This design comes from an exercise in tuning for small area and a short achievable clock period on the open sky130 flow, not from production work.
The RTL of this run was laid out without a check of its function.
Power is estimated from default activity; no workload was simulated.

$ cat flow/config.mk
export PLATFORM = sky130hd
export DESIGN_NAME = pluto_spi_stepper
export DESIGN_NICKNAME = pluto_spi_stepper
export VERILOG_FILES = /design/flow/design.v
export SDC_FILE = /design/flow/constraint.sdc
export NUM_CORES = 4
export LEC_CHECK = 0
export CAP_MARGIN = 20
export CORE_MARGIN = 2
export CORE_UTILIZATION = 40
export SLEW_MARGIN = 20
$ cat flow/standard.sh
#!/bin/bash
# synth_recipe.tcl (not shown) runs the flow's synth.tcl, then flattens the netlist and writes it again
# the make line also repeats each setting of config.mk as NAME=value (left out here)
make -C /OpenROAD-flow-scripts/flow DESIGN_CONFIG=/design/flow/config.mk WORK_HOME=/design/flow/orfs CLKGATE_MAP_FILE= SYNTH_SCRIPT=/design/flow/synth_recipe.tcl "${@:-finish}"
$ cat flow/flow/abc_area.script
strash
&get -n
&fraig -x
&put
scorr
dc2
strash
&get -n
&dch -f
&nf -R 20
&put
topo
dnsize -c
$ cat flow/design.v
module wdt(clk, rst, ena, cnt, out_en);
input clk, rst, ena, cnt;
output out_en;
reg [6:0] timer;
reg internal_enable;
reg out_en;
wire timer_top = (timer == 7'd127);
always @(posedge clk) begin
    if(rst) begin
        internal_enable <= 0;
        timer <= 0;
    end
    else if(ena) begin
        internal_enable <= 1;
        timer <= 0;
    end
    else if(cnt && !timer_top) timer <= timer + 7'd1;
end
always @(posedge clk)
    out_en <= rst | ena | ~(internal_enable & (timer_top | (cnt & (timer == 7'd126))));
endmodule
module stepgen(clk, rst, enable, position, velocity, dirtime, steptime, pol, pol_n, stepx, dir, tap, step_n, dir_n);
parameter W=12;
parameter F=10;
parameter T=5;
localparam STATE_STEP = 2'd0;
localparam STATE_DIRCHANGE = 2'd1;
localparam STATE_DIRWAIT = 2'd2;
input clk, rst, enable;
output [W+F-1:0] position;
input [F:0] velocity;
input [T-1:0] dirtime, steptime;
input [1:0] tap;
input pol, pol_n;
output stepx, dir;
reg stepx, dir;
output step_n, dir_n;
reg step_n, dir_n;
reg [T-1:0] timer, timer_n;
reg [1:0] state, state_n;
reg ones, ones_n;
localparam S = 6;
reg [W+F-1:0] P;
reg pc0, pc1, ps;
wire [F-S-1:0] mid = P[F-1:S];
wire [W-1:0] hi = P[W+F-1:F];
wire mid_ones = &mid;
wire [F-S-1:0] mmid;
assign mmid[0] = pc0;
wire [W-1:0] upm, dnm;
assign upm[0] = 1'b1;
assign dnm[0] = 1'b1;
genvar k;
generate for (k = 1; k < F-S; k = k + 1) begin : g_mm
	assign mmid[k] = pc0 & (&mid[k-1:0]);
end endgenerate
generate for (k = 1; k < W; k = k + 1) begin : g_m
	assign upm[k] = &hi[k-1:0];
	assign dnm[k] = ~|hi[k-1:0];
end endgenerate
wire cc = pc1 | (pc0 & mid_ones);
wire pinc = cc & ~ps;
wire pdec = ~cc & ps;
wire [W-1:0] m = ({W{pinc}} & upm) | ({W{pdec}} & dnm);
assign position = {hi ^ m, mid ^ mmid, P[S-1:0]};
wire [S:0] lo0 = {1'b0, P[S-1:0]} + {1'b0, velocity[S-1:0]};
wire [F-S:0] lo1 = {1'b0, P[F-1:S]} + {1'b0, velocity[F-1:S]};
wire step = stepx ^ pol;
wire dbit = velocity[F];
wire pbit = P[F + tap];
wire tz = (timer == 0);
wire c1 = (dir != dbit) && (pbit == ones);
reg upd;
always @* begin
	upd = 1'b0;
	state_n = state;
	timer_n = timer;
	dir_n = dir;
	ones_n = ones;
	step_n = step;
	if(enable) begin
		if(!tz) timer_n = timer - 1'd1;
		if(c1) begin
			if(tz) begin
				timer_n = dirtime;
				if(state == STATE_DIRCHANGE) begin
					dir_n = dbit;
					state_n = STATE_DIRWAIT;
				end else begin
					step_n = 0;
					state_n = STATE_DIRCHANGE;
				end
			end
		end else if(state == STATE_DIRWAIT) begin
			if(tz) state_n = STATE_STEP;
		end else begin
			if(tz) begin
				if(pbit != ones) begin
					ones_n = pbit;
					step_n = 1'd1;
					timer_n = steptime;
				end else begin
					step_n = 0;
				end
			end
			upd = (dir == dbit);
		end
	end
	if(rst) begin
		state_n = STATE_STEP;
		timer_n = 0;
		dir_n = 0;
		ones_n = 0;
		step_n = 0;
	end
end
always @(posedge clk) begin
	state <= state_n;
	timer <= timer_n;
	dir <= dir_n;
	ones <= ones_n;
	stepx <= step_n ^ pol_n;
	if(rst) begin
		P <= 0; pc0 <= 0; pc1 <= 0; ps <= 0;
	end else begin
		P[W+F-1:S] <= position[W+F-1:S];
		if(upd) begin
			P[S-1:0] <= lo0[S-1:0];
			P[F-1:S] <= lo1[F-S-1:0];
		end
		pc0 <= upd & lo0[S];
		pc1 <= upd & lo1[F-S];
		ps <= upd & velocity[F];
	end
end
endmodule
module quad(clk, rst, A, B, Z, c, i);
parameter W=14;
input clk, rst, A, B, Z;
output [W-1:0] c, i;
reg [(W-1):0] c, i;
reg [2:0] Ad, Bd;
reg [2:0] Zc;
always @(posedge clk) Ad <= rst ? 3'b0 : {Ad[1:0], A};
always @(posedge clk) Bd <= rst ? 3'b0 : {Bd[1:0], B};
wire good_one = &Zc;
wire good_zero = ~|Zc;
reg last_good;
wire [2:0] Zc_z0 = good_zero ? Zc : Zc - 3'd1;
wire [2:0] Zc_z1 = good_one ? Zc - 3'd1 : Zc + 3'd1;
wire index_pulse = good_one && !last_good;
wire count_enable = Ad[1] ^ Ad[2] ^ Bd[1] ^ Bd[2];
wire count_direction = Ad[1] ^ Bd[2];
wire [W-1:0] upm, dnm;
assign upm[0] = 1'b1;
assign dnm[0] = 1'b1;
genvar k;
generate for (k = 1; k < W; k = k + 1) begin : g_m
    assign upm[k] = &c[k-1:0];
    assign dnm[k] = ~|c[k-1:0];
end endgenerate
wire [W-1:0] cmask = count_direction ? upm : dnm;
always @(posedge clk)
if(rst) begin
    Zc <= 0;
    last_good <= 0;
    c <= 0;
end else begin
    Zc <= Z ? Zc_z1 : Zc_z0;
    if(good_one) last_good <= 1;
    else if(good_zero) last_good <= 0;
    if(count_enable) c <= c ^ cmask;
end
always @(posedge clk) begin
    if(index_pulse | rst) i <= c & {W{~rst}};
end
endmodule
module pluto_spi_stepper(clk, SCK, MOSI, MISO, SSEL, nRESET, out_en, LED, dout, din, step, dir, quadA, quadB, quadZ, up, down);
parameter W=10;
parameter F=11;
parameter T=4;
parameter QW=14;
input clk;
input SCK, SSEL, MOSI, nRESET;
output MISO;
output LED;
input [12:0] din;
input quadA;
input quadB;
input quadZ;
output out_en;
output [13:0] dout;
output [2:0] step;
output [2:0] dir;
output up;
output down;
wire rst = ~nRESET;
reg [10:0] pc;
wire [10:0] pc_cy;
assign pc_cy[0] = 1'b1;
genvar k;
generate for (k = 1; k < 11; k = k + 1) begin : g_cy
    assign pc_cy[k] = &pc[k-1:0];
end endgenerate
always @(posedge clk) pc <= rst ? 11'd1 : pc ^ pc_cy;
reg stepcnt, cnt_top;
always @(posedge clk) begin
    stepcnt <= rst | (pc[5:0] == 6'd0);
    cnt_top <= ~rst & (pc == 11'd2047);
end
reg [2:0] SCKr;
always @(posedge clk) SCKr <= rst ? 3'b0 : {SCKr[1:0], SCK};
wire SCK_risingedge = (SCKr[2:1]==2'b01);
wire SCK_fallingedge = (SCKr[2:1]==2'b10);
reg [2:0] SSELr;
always @(posedge clk) SSELr <= rst ? 3'b0 : {SSELr[1:0], SSEL};
wire SSEL_active = ~SSELr[1];
wire SSEL_startmessage = (SSELr[2:1]==2'b10);
reg [2:0] bitcnt;
reg byte_received;
reg [4:0] spibytecnt;
reg [7:0] data_recvd;
reg [7:0] data_sent;
reg [7:0] data_outbuf;
always @(posedge clk) begin
	if(rst) begin
		bitcnt <= 0;
		byte_received <= 0;
		data_sent <= 0;
	end else begin
	if(SSEL_startmessage) begin
		bitcnt <= 3'b000;
	end
	if(SSEL_active) begin
		if(SCK_risingedge) begin
			bitcnt <= bitcnt + 3'b001;
			if(bitcnt==3'b000)
				data_sent <= data_outbuf;
		end
		else if(SCK_fallingedge) begin
			data_sent <= {data_sent[6:0], 1'b0};
		end
		byte_received <= SCK_risingedge && (bitcnt==3'b111);
	end
	end
end
wire sb_inc = SSEL_active & ~SCK_risingedge & SCK_fallingedge & (bitcnt == 3'b000);
wire [4:0] spibytecnt_n = rst ? 5'd0 : sb_inc ? spibytecnt + 5'd1 : SSEL_startmessage ? 5'd0 : spibytecnt;
reg sb_is7;
always @(posedge clk) begin
	spibytecnt <= spibytecnt_n;
	sb_is7 <= (spibytecnt_n == 5'd7);
end
always @(posedge clk)
	if(SSEL_active & SCK_risingedge)
		data_recvd <= {data_recvd[6:0], MOSI};
assign MISO = data_sent[7];
reg [7:0] data_inbuf;
reg [F:0] vel0, vel1, vel2;
reg [15:0] pwm0;
reg [13:0] real_dout;
reg [T-1:0] dirtime, steptime;
reg [1:0] tap;
reg Spolarity, Zpolarity;
wire wr = SSEL_active & byte_received;
wire wr_inbuf = wr & ~spibytecnt[0] & (spibytecnt[4:2] != 3'b011) & ~spibytecnt[4];
wire wr1 = wr & (spibytecnt == 5'd1);
wire wr3 = wr & (spibytecnt == 5'd3);
wire wr5 = wr & (spibytecnt == 5'd5);
wire wr7 = wr & sb_is7;
wire wr9 = wr & (spibytecnt == 5'd9);
wire wr11 = wr & (spibytecnt == 5'd11);
wire wr15 = wr & (spibytecnt == 5'd15);
wire [15:0] rword = {data_recvd, data_inbuf};
wire Spolarity_n = rst ? 1'b0 : wr11 ? data_inbuf[7] : Spolarity;
wire [15:0] rword_r = rword & {16{~rst}};
always @(posedge clk) begin
	if(wr_inbuf | rst) data_inbuf <= rword_r[15:8];
	if(wr1 | rst) vel0 <= rword_r[F:0];
	if(wr3 | rst) vel1 <= rword_r[F:0];
	if(wr5 | rst) vel2 <= rword_r[F:0];
	if(wr7 | rst) pwm0 <= rword_r;
	if(wr9 | rst) real_dout <= rword_r[13:0];
	if(wr11 | rst) begin
		tap <= rword_r[15:14];
		steptime <= rword_r[T+7:8];
		dirtime <= rword_r[T-1:0];
		Spolarity <= rword_r[7];
	end
	if(wr15 | rst) Zpolarity <= rword_r[15];
end
assign dout = real_dout;
wire [W+F-1:0] pos0, pos1, pos2;
wire step0_n, dir0_n;
wire s1_n, d1_n, s2_n, d2_n;
stepgen #(W,F,T) s0(clk, rst, stepcnt, pos0, vel0, dirtime, steptime, Spolarity, Spolarity_n, step[0], dir[0], tap, step0_n, dir0_n);
stepgen #(W,F,T) s1(clk, rst, stepcnt, pos1, vel1, dirtime, steptime, Spolarity, Spolarity_n, step[1], dir[1], tap, s1_n, d1_n);
stepgen #(W,F,T) s2(clk, rst, stepcnt, pos2, vel2, dirtime, steptime, Spolarity, Spolarity_n, step[2], dir[2], tap, s2_n, d2_n);
reg LED;
always @(posedge clk) LED <= step0_n ^ dir0_n;
wire do_enable_wdt = data_recvd[6] & (spibytecnt == 5'b01001) & byte_received;
wdt w(clk, rst, do_enable_wdt, cnt_top, out_en);
wire [10:0] pwmrev_n = {pc[4], pc[5], pc[6], pc[7], pc[8], pc[9], pc[10], pc[3:0]};
wire act_h = pwm_gt(pwm0[10:0], pwm0[14] ? pwmrev_n : pc);
wire act_w = pwm_gt(rword[10:0], rword[14] ? pwmrev_n : pc);
wire up_h = pwm0[12] ^ (~pwm0[15] & act_h);
wire up_w = rword[12] ^ (~rword[15] & act_w);
wire down_h = pwm0[13] ^ (pwm0[15] & act_h);
wire down_w = rword[13] ^ (rword[15] & act_w);
reg up, down;
always @(posedge clk) begin
	up <= ~rst & (wr7 ? up_w : up_h);
	down <= ~rst & (wr7 ? down_w : down_h);
end
function pwm_gt(input [10:0] a, input [10:0] b);
	reg [15:0] g, e;
	reg [7:0] g1, e1;
	reg [3:0] g2, e2;
	reg [1:0] g3, e3;
	integer n;
	begin
		g = {5'b0, a & ~b};
		e = {5'h1f, ~(a ^ b)};
		for (n = 0; n < 8; n = n + 1) begin
			g1[n] = g[2*n+1] | (e[2*n+1] & g[2*n]);
			e1[n] = e[2*n+1] & e[2*n];
		end
		for (n = 0; n < 4; n = n + 1) begin
			g2[n] = g1[2*n+1] | (e1[2*n+1] & g1[2*n]);
			e2[n] = e1[2*n+1] & e1[2*n];
		end
		for (n = 0; n < 2; n = n + 1) begin
			g3[n] = g2[2*n+1] | (e2[2*n+1] & g2[2*n]);
			e3[n] = e2[2*n+1] & e2[2*n];
		end
		pwm_gt = g3[1] | (e3[1] & g3[0]);
	end
endfunction
wire [QW-1:0] qc, qi;
quad q0(clk, rst, quadA, quadB, quadZ^Zpolarity, qc, qi);
reg [7:0] outbuf_r;
always @* begin
	case(spibytecnt)
	5'd0: outbuf_r = pos0[7:0];
	5'd1: outbuf_r = pos0[15:8];
	5'd2: outbuf_r = pos0[W+F-1:16];
	5'd4: outbuf_r = pos1[7:0];
	5'd5: outbuf_r = pos1[15:8];
	5'd6: outbuf_r = pos1[W+F-1:16];
	5'd8: outbuf_r = pos2[7:0];
	5'd9: outbuf_r = pos2[15:8];
	5'd10: outbuf_r = pos2[W+F-1:16];
	5'd12: outbuf_r = qc[7:0];
	5'd13: outbuf_r = {qi[1:0], qc[13:8]};
	5'd14: outbuf_r = qi[9:2];
	5'd15: outbuf_r = {4'b0, qi[13:10]};
	5'd20, 5'd21, 5'd22, 5'd23, 5'd24, 5'd25, 5'd26, 5'd27,
	5'd28, 5'd29, 5'd30, 5'd31: outbuf_r = {3'b0, spibytecnt};
	default: outbuf_r = 8'b0;
	endcase
end
wire sel_in0 = (spibytecnt == 5'd16);
wire sel_in1 = (spibytecnt == 5'd17);
always @(posedge clk) if(SSEL_active)
	data_outbuf <= outbuf_r | ({8{sel_in0}} & din[7:0]) | ({8{sel_in1}} & {quadA, quadB, quadZ, din[12:8]});
endmodule
$ cat flow/constraint.sdc
create_clock -name core_clock -period 8.0 [get_ports {clk}]
set_input_delay 1.6000 -clock core_clock [delete_from_list [all_inputs] [get_ports {clk}]]
set_output_delay 1.6000 -clock core_clock [all_outputs]
set_load 0.01 [all_outputs]
$ cat flow/flow/run.sh
#!/bin/bash
# Own layout flow: the standard ORFS flow (synth_recipe.tcl, the same
# yosys passes and flip-flop mapping, so the registers keep the standard
# synthesis's names and cell types), with these changes:
#  - ABC maps the gates with an area-oriented script (flow/abc_area.script)
#    instead of ORFS's speed script, and yosys's full/half-adder extraction
#    (ADDER_MAP_FILE) is left out so that ABC maps the adders as well;
#  - the port buffers are buf_2 cells rather than the delay cells
#    buffer_ports picks by default;
#  - the clock tree clusters up to 22 sinks per leaf buffer.
# Clock period, SDC, floorplan rules, power grid and the rest are the standard flow's.
# Each tool's output goes to a log file in this folder.
set -euo pipefail
W=$PWD
MARGIN=5.3
# synthesis script: the standard flow's own, with abc given our script
{
  echo "proc abc {args} { set i [lsearch \$args -script]; if {\$i >= 0} { lset args [expr {\$i+1}] $W/flow/abc_area.script }; yosys abc {*}\$args }"
  cat synth_recipe.tcl
} > my_synth.tcl
make -C "$FLOW_HOME" DESIGN_CONFIG=$W/config.mk WORK_HOME=$W/orfs CLKGATE_MAP_FILE= ADDER_MAP_FILE= \
  SYNTH_SCRIPT=$W/my_synth.tcl CAP_MARGIN=20 CORE_MARGIN=2 CORE_UTILIZATION=55 SLEW_MARGIN=20 \
  SETUP_SLACK_MARGIN=$MARGIN CTS_CLUSTER_SIZE=22 CTS_CLUSTER_DIAMETER=100 \
  "BUFFER_PORTS_ARGS=-buffer_cell sky130_fd_sc_hd__buf_2" \
  finish > make_finish.log 2>&1
R=$W/orfs/results/$FLOW_PLATFORM/pluto_spi_stepper/base
: # left out here: write the final layout as DEF
==> results.txt <==
outcome -> complete, no violations
Max Cap Viol -> 0
Leak Pwr -> 0.005252 uW
Max Clk Rate -> 0.3366 GHz
CP required -> 8240 ps
FILL cells -> 1888
pin count of the biggest net entering global routing -> 79
worst path cell trace -> and4_4 -> a311oi_4 -> or4b_4 -> or3_4 -> or4_4 -> mux2i_2 -> xnor2_1 -> or3_1 -> nand4_1
nets -> 1357
final hold viol count -> 0
Synth top area share -> 26.83%
Sink Count -> 287
worst hold path class -> register to register
Final min period -> 2971 ps
CP max stage cell -> or4b_4
Net Count, Synth -> 1283
I/O Pins -> 46
end of the worst hold path -> w.out_en$_DFF_P_
DP HPWL -> 22550 um
largest family of logic cells by synthesized area -> simple AND/OR/NAND/NOR gates
Avg Inst Size Synth -> 10.20 um2
adder-cell share of the synthesized area -> 1.167%
critical path type -> register to register
leading register cell type out of synthesis -> dfxtp_1
Crit. End Element -> register
Post-synth EDFFs -> 115
Tot GR Track Use -> 26.23%
Post-Syn Instances -> 1262
Starting DRT DRC Count -> 965
YS warnings -> 4
Seq pwr share -> 56.5%
CP startpoint kind -> register
Peak VDD IR -> 249.4 uV
via count -> 9818
crit path DAT -> 3210 ps
share of layout cells above drive strength 1 -> 9.955%
crit-path max FO -> 5
Synth-to-Final Area Change -> 11.41%
xor and xnor fraction of the mapped netlist area -> 8.030%
first-pass GRT wire length -> 50190 um
R2R Setup Slk -> 5030 ps
Routed Antenna Nets -> 0
Remaining DRCs -> 0
H-tree depth -> 1
grt ovf -> 0
top cells by count, synth -> 172 x dfxtp_1, 117 x nand2_1, 115 x edfxtp_1, 108 x a21oi_1
Int Power -> 2239 uW
RePlAce Congestion -> 0.9056
Rows -> 55
Synth Area in Simple Gates -> 18.49%
drt total wl -> 31870 um
hold wc startpoint -> w.internal_enable$_SDFFE_PN0P_
die area -> 0.02464 mm2
vias in the first global route -> 9034
Die Ht -> 157.0 um
slew at the pin closest to its max-slew limit -> 861.2 ps
WP buf/inv -> 0
clock skew -> 27.77 ps
slowest stage delay, CP -> 510 ps
post-route cell area -> 0.01434 mm2
combinational power share -> 14.5%
CTS tree -> built
PortBufs -> 45
RSZ-0062 raised after global routing -> true
WHS Path Cells -> 1
R2R Path End -> data_outbuf[4]$_DFFE_PN_
sequential area share after synthesis -> 53.59%
Power Dens Cells -> 216.6 mW/mm2
Slew HR -> 42.59%
NetSw -> 867.2 uW
post-synthesis compound-gate area fraction -> 14.88%
Pins Over Slew Limit -> 0
Tcrit/Tclk final -> 37.13%
FF+latch area -> 0.006915 mm2
Fin Setup TNS -> 0 ps
R2R depth -> 9
Syn Std Cell Area -> 0.01287 mm2
Worst-path clk slew -> 110 ps
post-synthesis mux area share -> 2.790%
r2r startpoint -> s1.P[6]$_SDFF_PN0_
Top delay family on crit path -> simple AND/OR/NAND/NOR gates
Max Buffers Root-to-Sink -> 3
Core Box Area -> 0.02278 mm2
Starting Density -> 56.50%
# diodes -> 0
Multi-input gate area -> 0.006066 mm2
total CTS buffers -> 17
Die X -> 157.0 um
most numerous cell in the Yosys netlist -> dfxtp_1
switching share of power -> 27.92%
endpoints failing setup -> 0
placed cell areas -> 0.01358 mm2
async set-reset flop share out of synthesis -> 0%
Area contributors post-synth -> edfxtp_1 27%, dfxtp_1 27%, xnor2_1 4.9%
Synth cell types -> 53
antenna violations before repair -> 0
Clock Tree Root -> clkbuf_16
area leader, netlist -> edfxtp_1
post-synthesis register bit count -> 287
WL per Instance -> 19.21 um
Clock power frac -> 29.0%
1st-pass router iterations -> 5
vias per cell -> 5.918
worst-skew pair later-pin latency -> 510 ps
[power groups by stage]
stage                     logic [uW]  registers, uW  clock network [uW]
after floorplan                  328           1750                   0
after global placement           425           1780                   0
after detailed placement         434           1780                   0
after CTS                        444           1750                 924
after global routing             504           1770                 971
final                            450           1750                 901
[what timing repair did]
| item | 4_1_cts | 5_1_grt |
|---|---|---|
| setup buffers | 4 | 5 |
| hold buffers | 0 | 0 |
| setup endpoints to repair | 193 | 52 |
| pin swaps | 1 | 4 |
| gates resized for setup | 26 | 26 |
| hold endpoints to repair | 0 | 0 |
[sequential cells by signal (all words and copies together) (netlist names), 5 cells and up]
register / flops
spibytecnt: 5
s1.P: 21
q0.i: 14
real_dout: 14
data_outbuf: 8
q0.c: 14
vel2: 12
vel0: 12
w.timer: 7
data_recvd: 8
vel1: 12
s2.P: 21
pc: 11
pwm0: 15
data_sent: 8
s0.P: 21
data_inbuf: 8
[logic make-up after synthesis]
| family | after synthesis |
|---|---|
| AO/OA/AOI/OAI | 314 |
| XOR/XNOR | 118 |
| adder cells (fa/ha/maj) | 15 |
| buffers and inverters | 30 |
| flip-flops | 287 |
| multiplexers | 32 |
| AND/OR/NAND/NOR | 466 |
[stage by stage]
step	setup WS [ps]	instances	hold slack, ps	power [uW]	utilization [%]
final	5029	1659	416.9	3106	62.95
after global routing	4910	1659	464.0	3243	62.95
after CTS	5063	1654	423.6	3119	62.36
after detailed placement	4107	1621	411.6	2217	59.60
after global placement	4073	1620	406.2	2207	59.48
after floorplan	5224	1262	397.0	2074	-
[final cells by class]
cell class / count / share of cell area [%]
Inverter: 24 / 0.7243
Sequential cell: 287 / 48.23
Tap cell: 313 / 2.731
Clock buffer: 28 / 3.255
Timing Repair Buffer: 61 / 2.618
Clock inverter: 1 / 0.1396
Multi-Input combinational cell: 945 / 42.30
[layout by cell type, fill, tap and decap left out, types with 7 or more instances in the layout]
| master | netlist | layout |
|---|---|---|
| a211oi_1 | 7 | 7 |
| a21oi_1 | 108 | 107 |
| a221oi_1 | 14 | 9 |
| a222oi_1 | 15 | 15 |
| a22oi_1 | 21 | 21 |
| a31oi_1 | 17 | 16 |
| and2_0 | 86 | 85 |
| and3_1 | 19 | 19 |
| buf_2 | 0 | 44 |
| buf_4 | 6 | 13 |
| clkbuf_1 | 0 | 11 |
| clkbuf_16 | 0 | 17 |
| clkinv_1 | 24 | 22 |
| dfxtp_1 | 172 | 159 |
| dfxtp_2 | 0 | 12 |
| edfxtp_1 | 115 | 115 |
| maj3_1 | 15 | 15 |
| mux2i_1 | 28 | 26 |
| nand2_1 | 117 | 115 |
| nand2b_1 | 19 | 19 |
| nand3_1 | 22 | 22 |
| nand4_1 | 13 | 13 |
| nor2_1 | 90 | 88 |
| nor2b_1 | 21 | 20 |
| nor3_1 | 31 | 27 |
| o21ai_0 | 90 | 87 |
| o22ai_1 | 8 | 8 |
| or2_0 | 7 | 7 |
| or3_1 | 12 | 9 |
| xnor2_1 | 72 | 70 |
| xor2_1 | 46 | 46 |
[worst max-delay path by stage]
stage / from / cells past startpoint / end
after floorplan: s1.P[6]$_SDFF_PN0_ / 9 / data_outbuf[4]$_DFFE_PN_
after global placement: nRESET / 3 / q0.i[4]$_DFFE_PP_
after global routing: s1.P[6]$_SDFF_PN0_ / 9 / data_outbuf[4]$_DFFE_PN_
final: s1.P[6]$_SDFF_PN0_ / 9 / data_outbuf[4]$_DFFE_PN_
after CTS: s1.P[6]$_SDFF_PN0_ / 9 / data_outbuf[4]$_DFFE_PN_
after detailed placement: nRESET / 4 / dirtime[0]$_DFFE_PP_
[layer usage]
metal | vias up | track usage (%) | part of all wire, %
li1 | 4802 | - | -
met1 | 4693 | 38.78 | 47
met2 | 281 | 41.23 | 45
met3 | 42 | 3.221 | 6.4
met4 | 0 | 6.335 | 2.2
met5 | - | 0 | 0

## afterwards: timing with drivers on the ports
No port has a modelled driver above. Below, the same layout with a new extraction and two added sets of constraints. Step 1 sets driving cells, clkbuf_16 on the clock port and buf_2 on the other inputs (assumed; they add their load-dependent delay and slew). Step 2 moves the port delays by t, midway between the first and last clock arrival at a register: inputs arrive t later, outputs are due t later. That takes back most of the time a late clock gives input paths. a / b / c = ideal / step 1 / step 2; a / b = the first two.
t (ns): 0.550
setup slack, ns: 5.029 / 5.029 / 4.728
worst setup path after step 2: input to register
After both steps setup and hold are still met in this run. For this run, drivers alone change the setup slack by 0.000 ns; drivers and shift together by -0.301 ns.
